This design comes from an exercise in tuning for small area on the open sky130 flow, not from production work.
Power and IR drop assume default switching activity.

ember:
==> flow/design.v <==
`timescale 1ns / 1ps
module main_ctrl(clk, rst, config_load, config_done, ifmap_ready, wght_ready, op_go, op_done, bias_write,
                 psum_split_condense, maxpooling, tile_order_first, tile_order_last,
                 ifmapR, ifmapC, ofmapR, ofmapC, kernelR, kernelC, inchannel, outchannel,
                 load_wght, data_ready, sum_in_bias, tile_done, current_state,
                 ofmap_en, ofmap_addrin,
                 ifmap_en_b, wght_en_b, ofmap_en_a, ofmap_en_b, bias_en_a, bias_en_b,
                 bias_addr_b, ifmap_addr_b, wght_addr_b, ofmap_addr_a, ofmap_addr_b,
                 ifmap_wen_b, wght_wen_b, ofmap_wen_a, ofmap_wen_b, bias_wen_a, bias_wen_b);
input clk,rst, config_load, config_done, ifmap_ready, wght_ready, op_go, op_done, bias_write;
input psum_split_condense,maxpooling,tile_order_first,tile_order_last;
input [5:0] ifmapR,ifmapC,ofmapR,ofmapC;
input [2:0] kernelR,kernelC;
input [9:0] inchannel;
input [4:0] outchannel;
output load_wght,data_ready,sum_in_bias,tile_done;
output [3:0] current_state;
input ofmap_en;
input [9:0] ofmap_addrin;
output ifmap_en_b,wght_en_b,ofmap_en_a,ofmap_en_b,bias_en_a,bias_en_b;
output bias_addr_b;
output [9:0] ifmap_addr_b;
output [9:0] wght_addr_b;
output [9:0] ofmap_addr_a,ofmap_addr_b;
output [7:0] ifmap_wen_b,wght_wen_b,bias_wen_a,bias_wen_b;
output [15:0] ofmap_wen_a,ofmap_wen_b;
reg [3:0] current_state;
reg [3:0] next_state;
wire s_idle = ~current_state[3] & (current_state[2:0]==3'd0);
wire s_ltc  = ~current_state[3] & (current_state[2:0]==3'd1);
wire s_ldb  = ~current_state[3] & (current_state[2:0]==3'd2);
wire s_ld   = ~current_state[3] & (current_state[2:0]==3'd3);
wire s_pe   = ~current_state[3] & (current_state[2:0]==3'd4);
wire s_sc   = ~current_state[3] & (current_state[2:0]==3'd5);
wire s_mac  = ~current_state[3] & (current_state[2:0]==3'd6);
wire s_off  = ~current_state[3] & (current_state[2:0]==3'd7);
wire s_rg   =  current_state[3] & ~current_state[0];
wire s_pool =  current_state[3] &  current_state[0];
reg data_ready, tile_done, poolwrite;
reg ifmap_loaded, wght_loaded, bias_loaded;
reg [4:0] cnt;           
reg [4:0] dc;            
reg wen1, dn1;
reg [2:0] Kr, Kc;
reg [9:0] Ps;
reg [1:0] Och;
reg [5:0] Orx, Ocx;
reg [9:0] XP;            
reg [6:0] lin;           
reg [9:0] R1, R1o;
reg [9:0] D0,D1,D2,D3,D4,D5,D6,D7,D8,D9,D10,D11,D12,D13,D14,D15,D16;
wire [6:0] nps = psum_split_condense ? {4'd0,kernelC} : (inchannel[9:3] + (|inchannel[2:0]));
wire [1:0] ocs = outchannel[4:3] + (|outchannel[2:0]);
wire [9:0] Ps1 = Ps + 1'b1;
wire [2:0] Kr1 = Kr + 1'b1;
wire [2:0] Kc1 = Kc + 1'b1;
wire [1:0] Och1 = Och + 1'b1;
wire [5:0] Or1 = Orx + 1'b1;
wire [5:0] Oc1 = Ocx + 1'b1;
wire eP  = (Ps1 == {3'd0,nps});
wire eKr = (Kr1 == kernelR);
wire eKc = (Kc1 == kernelC);
wire eO  = (Och1 == ocs);
wire eOr = (Or1 == ofmapR);
wire eOc = (Oc1 == ofmapC);
wire check_done = (dc[1:0] == 2'd3);
wire pf = s_pool & dc[0];       
wire wght_shift_done = (cnt == 5'd8);
wire slice_done = (dc == 5'd18);
wire ofmap_write = (cnt == 5'd27);
always @(posedge clk or posedge rst)
    if (rst) current_state <= 4'd0;
    else current_state <= next_state;
always @* begin
    next_state = current_state;
    case (current_state)
        4'd0: if (config_load) next_state = 4'd1;
        4'd1: if (config_done) next_state = (maxpooling || !tile_order_first) ? 4'd3 : 4'd2;
        4'd2: if (!bias_write) next_state = 4'd3;
        4'd3: if (data_ready) next_state = 4'd8;
        4'd8: if (op_go) next_state = 4'd5;
        4'd5: begin
            if (tile_done) next_state = tile_order_last ? 4'd7 : 4'd0;
            else if (maxpooling) next_state = 4'd9;
            else if (check_done) next_state = 4'd4;
        end
        4'd4: if (wght_shift_done) next_state = 4'd6;
        4'd6: if (slice_done) next_state = 4'd5;
        4'd7: if (op_done) next_state = 4'd0;
        4'd9: if (tile_done) next_state = 4'd7;
        default: next_state = 4'd0;
    endcase
end
reg [2:0] Kr_n, Kc_n;
reg [9:0] Ps_n;
reg [1:0] Och_n;
reg [5:0] Or_n, Oc_n;
reg ps_inc, och_inc, td_set;
reg [3:0] lcorr;
wire [3:0] kri4 = kernelR * nps[3:0];
wire eKr_c = psum_split_condense | eKr;
wire eKc_c = psum_split_condense | eKc;
always @* begin
    Kr_n = Kr; Kc_n = Kc; Ps_n = Ps; Och_n = Och; Or_n = 6'd0; Oc_n = 6'd0;
    ps_inc = 1'b0; och_inc = 1'b0; td_set = 1'b0; lcorr = 4'd0;
    if (s_idle | s_ltc | s_ldb | s_ld) begin
        Kr_n = 3'd0; Kc_n = 3'd0; Ps_n = 10'd0; Och_n = 2'd0;
    end
    if (s_rg) begin
        Kr_n = 3'd0; Kc_n = 3'd0; Ps_n = 10'h3ff; Och_n = 2'd0;
    end
    if (s_off) Och_n = 2'd0;
    if (s_sc && dc[1:0] == 2'd0) begin
        if (!eP) begin
            Ps_n = Ps1; ps_inc = 1'b1;
        end else begin
            Ps_n = 10'd0;
            if (!eKr_c) Kr_n = Kr1;
            else begin
                Kr_n = 3'd0;
                if (!eKc_c) begin
                    Kc_n = Kc1;
                    if (!psum_split_condense && kernelR == 3'd0) lcorr = nps[3:0];
                end else begin
                    Kc_n = 3'd0;
                    if (!psum_split_condense)
                        lcorr = (kernelR == 3'd0) ? nps[3:0] : ((kernelC == 3'd0) ? kri4 : 4'd0);
                    if (!eO) begin Och_n = Och1; och_inc = 1'b1; end
                    else begin Och_n = 2'd0; td_set = 1'b1; end
                end
            end
        end
    end
    if (s_mac) begin
        Or_n = Orx; Oc_n = Ocx;
        if (slice_done) begin
            Or_n = 6'd0; Oc_n = 6'd0;
        end else if (!(eOr && eOc)) begin
            if (eOr) begin Or_n = 6'd0; Oc_n = Oc1; end
            else Or_n = Or1;
        end
    end
    if (s_pool) begin
        Or_n = Orx; Oc_n = Ocx; Och_n = 2'd0;
        if (pf & ~tile_done) ;
        else if (!eKr) Kr_n = Kr1;
        else begin
            Kr_n = 3'd0;
            if (!eKc) Kc_n = Kc1;
            else begin
                Kc_n = 3'd0;
                if (!eP) begin Ps_n = Ps1; ps_inc = 1'b1; end
                else begin
                    Ps_n = 10'd0;
                    if (!eOr) Or_n = Or1;
                    else begin
                        Or_n = 6'd0;
                        if (!eOc) Oc_n = Oc1;
                        else begin
                            Kr_n = Kr; Kc_n = Kc; Ps_n = Ps; Or_n = Orx; Oc_n = Ocx;
                            ps_inc = 1'b0;
                        end
                    end
                end
            end
        end
    end
end
wire cur_nz = (s_pool & ~dc[0]) ? ((|Kc_n) | (|Kr_n) | (|Ps_n)) : ((|Kc) | (|Kr) | (|Ps));
assign sum_in_bias = tile_order_first & ~cur_nz;
wire [5:0] xstride = (psum_split_condense & ~maxpooling) ? 6'd1 : ifmapC;
always @(posedge clk) begin
    Kr <= Kr_n; Kc <= Kc_n; Ps <= Ps_n; Och <= Och_n; Orx <= Or_n; Ocx <= Oc_n;
    XP <= (Ps_n == 10'd0) ? 10'd0 : (ps_inc ? XP + xstride : XP);
    if (s_rg) lin <= 7'h7f;
    else if (s_sc && dc[1:0] == 2'd0) lin <= lin + 1'b1 - {lcorr, 3'd0};
end
always @(posedge clk or posedge rst)
    if (rst) tile_done <= 1'b0;
    else if (s_idle) tile_done <= tile_order_last ? 1'b0 : tile_done;
    else if (s_sc) tile_done <= tile_done | td_set;
    else if (s_off) tile_done <= 1'b1;
    else if (s_pool) tile_done <= dn1;
    else tile_done <= 1'b0;
always @(posedge clk) begin
    ifmap_loaded <= (s_ldb | s_ld) & (ifmap_loaded | ifmap_ready);
    wght_loaded <= (s_ldb | s_ld) & (wght_loaded | wght_ready);
    bias_loaded <= (s_ldb & (bias_loaded | ~bias_write)) |
                   (s_ld & (bias_loaded | ~bias_write | ~tile_order_first));
    data_ready <= s_rg | (s_ld & (data_ready | (maxpooling ? ifmap_loaded : (bias_loaded & ifmap_loaded & wght_loaded))));
    cnt <= (s_pe | s_mac) ? ((cnt == 5'd27) ? cnt : cnt + 1'b1) : 5'd0;
    dc <= (s_sc | (s_mac & eOr & eOc & ~slice_done)) ? dc + 1'b1 : 5'd0;
    wen1 <= s_pool & ~pf & eKr & eKc;
    dn1 <= s_pool & ~pf & eKr & eKc & eP & eOr & eOc;
    poolwrite <= s_sc | (s_pool & wen1);
end
wire [2:0] Kcm = pf ? 3'd0 : Kc;
wire [2:0] Krm = pf ? 3'd0 : Kr;
wire [9:0] Xi = XP + Kcm + (maxpooling ? {Ocx[3:0],1'b0} : Ocx);
wire [6:0] Yi = Krm + (maxpooling ? {Orx[3:0],1'b0} : Orx);
wire [1:0] Q = maxpooling ? (s_pool ? Ps[1:0] : 2'd0) : Och;
wire [7:0] Uo = (Q[0] ? {2'd0,ofmapC} : 8'd0) + (Q[1] ? {1'b0,ofmapC,1'b0} : 8'd0) + Ocx;
always @(posedge clk) begin
    R1 <= Xi * ifmapR + Yi;
    R1o <= Uo * ofmapR + Orx;
end
assign ifmap_addr_b = R1;
assign ofmap_addr_a = ofmap_en ? ofmap_addrin : R1o;
assign wght_addr_b = {lin, cnt[2:0]};
assign bias_addr_b = Och[0];
always @(posedge clk) begin
    D0 <= ofmap_addr_a; D1 <= D0; D2 <= D1; D3 <= D2; D4 <= D3; D5 <= D4; D6 <= D5; D7 <= D6;
    D8 <= D7; D9 <= D8; D10 <= D9; D11 <= D10; D12 <= D11; D13 <= D12; D14 <= D13; D15 <= D14; D16 <= D15;
end
assign ofmap_addr_b = maxpooling ? D0 : D16;
assign load_wght = s_pe;
assign wght_en_b = s_pe;
assign ifmap_en_b = s_mac | s_pool;
assign ofmap_en_b = s_mac | s_pool;
assign bias_en_a = s_ldb;
assign bias_wen_a = {8{s_ldb}};
assign bias_en_b = s_mac & sum_in_bias;
assign ofmap_en_a = (s_mac & ~sum_in_bias) | (s_off & ofmap_en);
assign ofmap_wen_b = {16{(s_mac & ofmap_write) | (s_pool & poolwrite)}};
assign ifmap_wen_b = 8'd0;
assign wght_wen_b = 8'd0;
assign bias_wen_b = 8'd0;
assign ofmap_wen_a = 16'd0;
endmodule
Settings: LEC_CHECK=0, CAP_MARGIN=20, CORE_MARGIN=2, CORE_UTILIZATION=65, SLEW_MARGIN=20; clock period 8.0 ns.
standard.sh (not shown) runs the stock make flow with config.mk's settings and CLKGATE_MAP_FILE= SYNTH_SCRIPT=/design/flow/synth_recipe.tcl, a recipe that flattens the netlist after the stock synthesis.
==> flow/flow/run.sh <==
#!/bin/bash
# Standard ORFS layout (the standard.sh, standard synthesis) with three changes:
#  - port buffers use the smallest buffer cell (buf_1),
#  - clock tree synthesis inserts no dummy loads and builds the tree from clkbuf_4,
#  - constant outputs share one tie cell instead of one tie cell each.
set -euo pipefail
bash standard.sh \
  BUFFER_PORTS_ARGS="-buffer_cell sky130_fd_sc_hd__buf_1" \
  CTS_ARGS="-sink_clustering_enable -repair_clock_nets -dont_use_dummy_load -buf_list {sky130_fd_sc_hd__clkbuf_4} -sink_clustering_size 10 -sink_clustering_max_diameter 40" \
  SKIP_REPAIR_TIE_FANOUT=1 \
  finish > standard.log 2>&1
[inputs] cedar vs ember
--- a/flow/design.v
+++ b/flow/design.v
@@ -37,11 +37,12 @@
 wire s_rg   =  current_state[3] & ~current_state[0];
 wire s_pool =  current_state[3] &  current_state[0];
 reg data_ready, tile_done, poolwrite;
 reg ifmap_loaded, wght_loaded, bias_loaded;
+reg [1:0] sub;
 reg [4:0] cnt;           
 reg [4:0] dc;            
-reg wen1, dn1;
+reg wen1, dn1, pf;       
 reg [2:0] Kr, Kc;
 reg [9:0] Ps;
 reg [1:0] Och;
 reg [5:0] Orx, Ocx;
@@ -62,12 +63,11 @@
 wire eKc = (Kc1 == kernelC);
 wire eO  = (Och1 == ocs);
 wire eOr = (Or1 == ofmapR);
 wire eOc = (Oc1 == ofmapC);
-wire check_done = (dc[1:0] == 2'd3);
-wire pf = s_pool & dc[0];       
+wire check_done = (sub == 2'd3);
 wire wght_shift_done = (cnt == 5'd8);
-wire slice_done = (dc == 5'd18);
+wire slice_done = (dc == 5'd3);    
 wire ofmap_write = (cnt == 5'd27);
 always @(posedge clk or posedge rst)
     if (rst) current_state <= 4'd0;
     else current_state <= next_state;
@@ -109,9 +109,9 @@
     if (s_rg) begin
         Kr_n = 3'd0; Kc_n = 3'd0; Ps_n = 10'h3ff; Och_n = 2'd0;
     end
     if (s_off) Och_n = 2'd0;
-    if (s_sc && dc[1:0] == 2'd0) begin
+    if (s_sc && sub == 2'd0) begin
         if (!eP) begin
             Ps_n = Ps1; ps_inc = 1'b1;
         end else begin
             Ps_n = 10'd0;
@@ -165,16 +165,16 @@
             end
         end
     end
 end
-wire cur_nz = (s_pool & ~dc[0]) ? ((|Kc_n) | (|Kr_n) | (|Ps_n)) : ((|Kc) | (|Kr) | (|Ps));
+wire cur_nz = (s_pool & ~pf) ? ((|Kc_n) | (|Kr_n) | (|Ps_n)) : ((|Kc) | (|Kr) | (|Ps));
 assign sum_in_bias = tile_order_first & ~cur_nz;
 wire [5:0] xstride = (psum_split_condense & ~maxpooling) ? 6'd1 : ifmapC;
 always @(posedge clk) begin
     Kr <= Kr_n; Kc <= Kc_n; Ps <= Ps_n; Och <= Och_n; Orx <= Or_n; Ocx <= Oc_n;
-    XP <= (Ps_n == 10'd0) ? 10'd0 : (ps_inc ? XP + xstride : XP);
+    XP <= (Ps_n == 10'd0) ? (maxpooling ? {5'd0, Oc_n[3:0], 1'b0} : {7'd0, Kc_n}) : (ps_inc ? XP + xstride : XP);
     if (s_rg) lin <= 7'h7f;
-    else if (s_sc && dc[1:0] == 2'd0) lin <= lin + 1'b1 - {lcorr, 3'd0};
+    else if (s_sc && sub == 2'd0) lin <= lin + 1'b1 - {lcorr, 3'd0};
 end
 always @(posedge clk or posedge rst)
     if (rst) tile_done <= 1'b0;
     else if (s_idle) tile_done <= tile_order_last ? 1'b0 : tile_done;
@@ -187,17 +187,19 @@
     wght_loaded <= (s_ldb | s_ld) & (wght_loaded | wght_ready);
     bias_loaded <= (s_ldb & (bias_loaded | ~bias_write)) |
                    (s_ld & (bias_loaded | ~bias_write | ~tile_order_first));
     data_ready <= s_rg | (s_ld & (data_ready | (maxpooling ? ifmap_loaded : (bias_loaded & ifmap_loaded & wght_loaded))));
+    sub <= s_sc ? sub + 1'b1 : 2'd0;
     cnt <= (s_pe | s_mac) ? ((cnt == 5'd27) ? cnt : cnt + 1'b1) : 5'd0;
-    dc <= (s_sc | (s_mac & eOr & eOc & ~slice_done)) ? dc + 1'b1 : 5'd0;
+    dc <= (s_mac & eOr & eOc) ? {dc[3:0], dc[4] ^ dc[2]} : 5'd1;
+    pf <= s_sc;
     wen1 <= s_pool & ~pf & eKr & eKc;
     dn1 <= s_pool & ~pf & eKr & eKc & eP & eOr & eOc;
     poolwrite <= s_sc | (s_pool & wen1);
 end
 wire [2:0] Kcm = pf ? 3'd0 : Kc;
 wire [2:0] Krm = pf ? 3'd0 : Kr;
-wire [9:0] Xi = XP + Kcm + (maxpooling ? {Ocx[3:0],1'b0} : Ocx);
+wire [9:0] Xi = XP + (maxpooling ? {3'd0, Kcm} : {4'd0, Ocx});
 wire [6:0] Yi = Krm + (maxpooling ? {Orx[3:0],1'b0} : Orx);
 wire [1:0] Q = maxpooling ? (s_pool ? Ps[1:0] : 2'd0) : Och;
 wire [7:0] Uo = (Q[0] ? {2'd0,ofmapC} : 8'd0) + (Q[1] ? {1'b0,ofmapC,1'b0} : 8'd0) + Ocx;
 always @(posedge clk) begin
--- outcome ---
- cedar did not stop at any stage, and its layout met the timing, DRC and antenna checks.
- Re simple-gate portion of the synthesized area: cedar and ember aren't equal, and the higher value belongs to cedar.
- From ember to cedar the numbers moved as follows: highest clock frequency the design can meet stayed essentially flat, initial detailed-routing violation count decreased by about 26% relative to the old numbers.
- cedar vs. ember: synthesized area went down; post-detailed-route via-to-cell ratio went down; fraction of power spent switching nets went down; cell area after layout went down; worst hold slack went down.
- On cedar: area share of fa/ha/maj cells after synthesis is 0.74 points lower than what ember gave.
No run of this note included a check of the RTL's function; only the layout flow was run.

afterwards: timing with drivers on the ports:
In the flow no input, the clock included, has a driving cell. The finished layouts below were timed again as built, in two steps. Step 1 (the two cells are an assumption about what drives the block):
set clk [get_ports {clk}]
set_driving_cell -lib_cell sky130_fd_sc_hd__clkbuf_16 $clk
set_driving_cell -lib_cell sky130_fd_sc_hd__buf_2 [delete_from_list [all_inputs] $clk]
Step 2 also shifts input and output timing later by t, the mid clock arrival at the registers, as if the neighbouring blocks saw the same clock. a / b / c = no drivers / after step 1 / after step 2; a / b = the first two.
run	t (ns)	slack for setup (ns)	hold WS [ns]	clock arrival spread, ns
ember	0.633	0.815 / 0.794 / 0.165	0.302 / 0.302 / 0.302	0.120 / 0.120
cedar	0.627	0.798 / 0.779 / 0.335	0.288 / 0.288 / 0.288	0.086 / 0.086
After both steps setup and hold are still met in every run listed. The setup slack of ember, which loses most, moves by -0.021 ns with the drivers and by -0.650 ns with both steps.
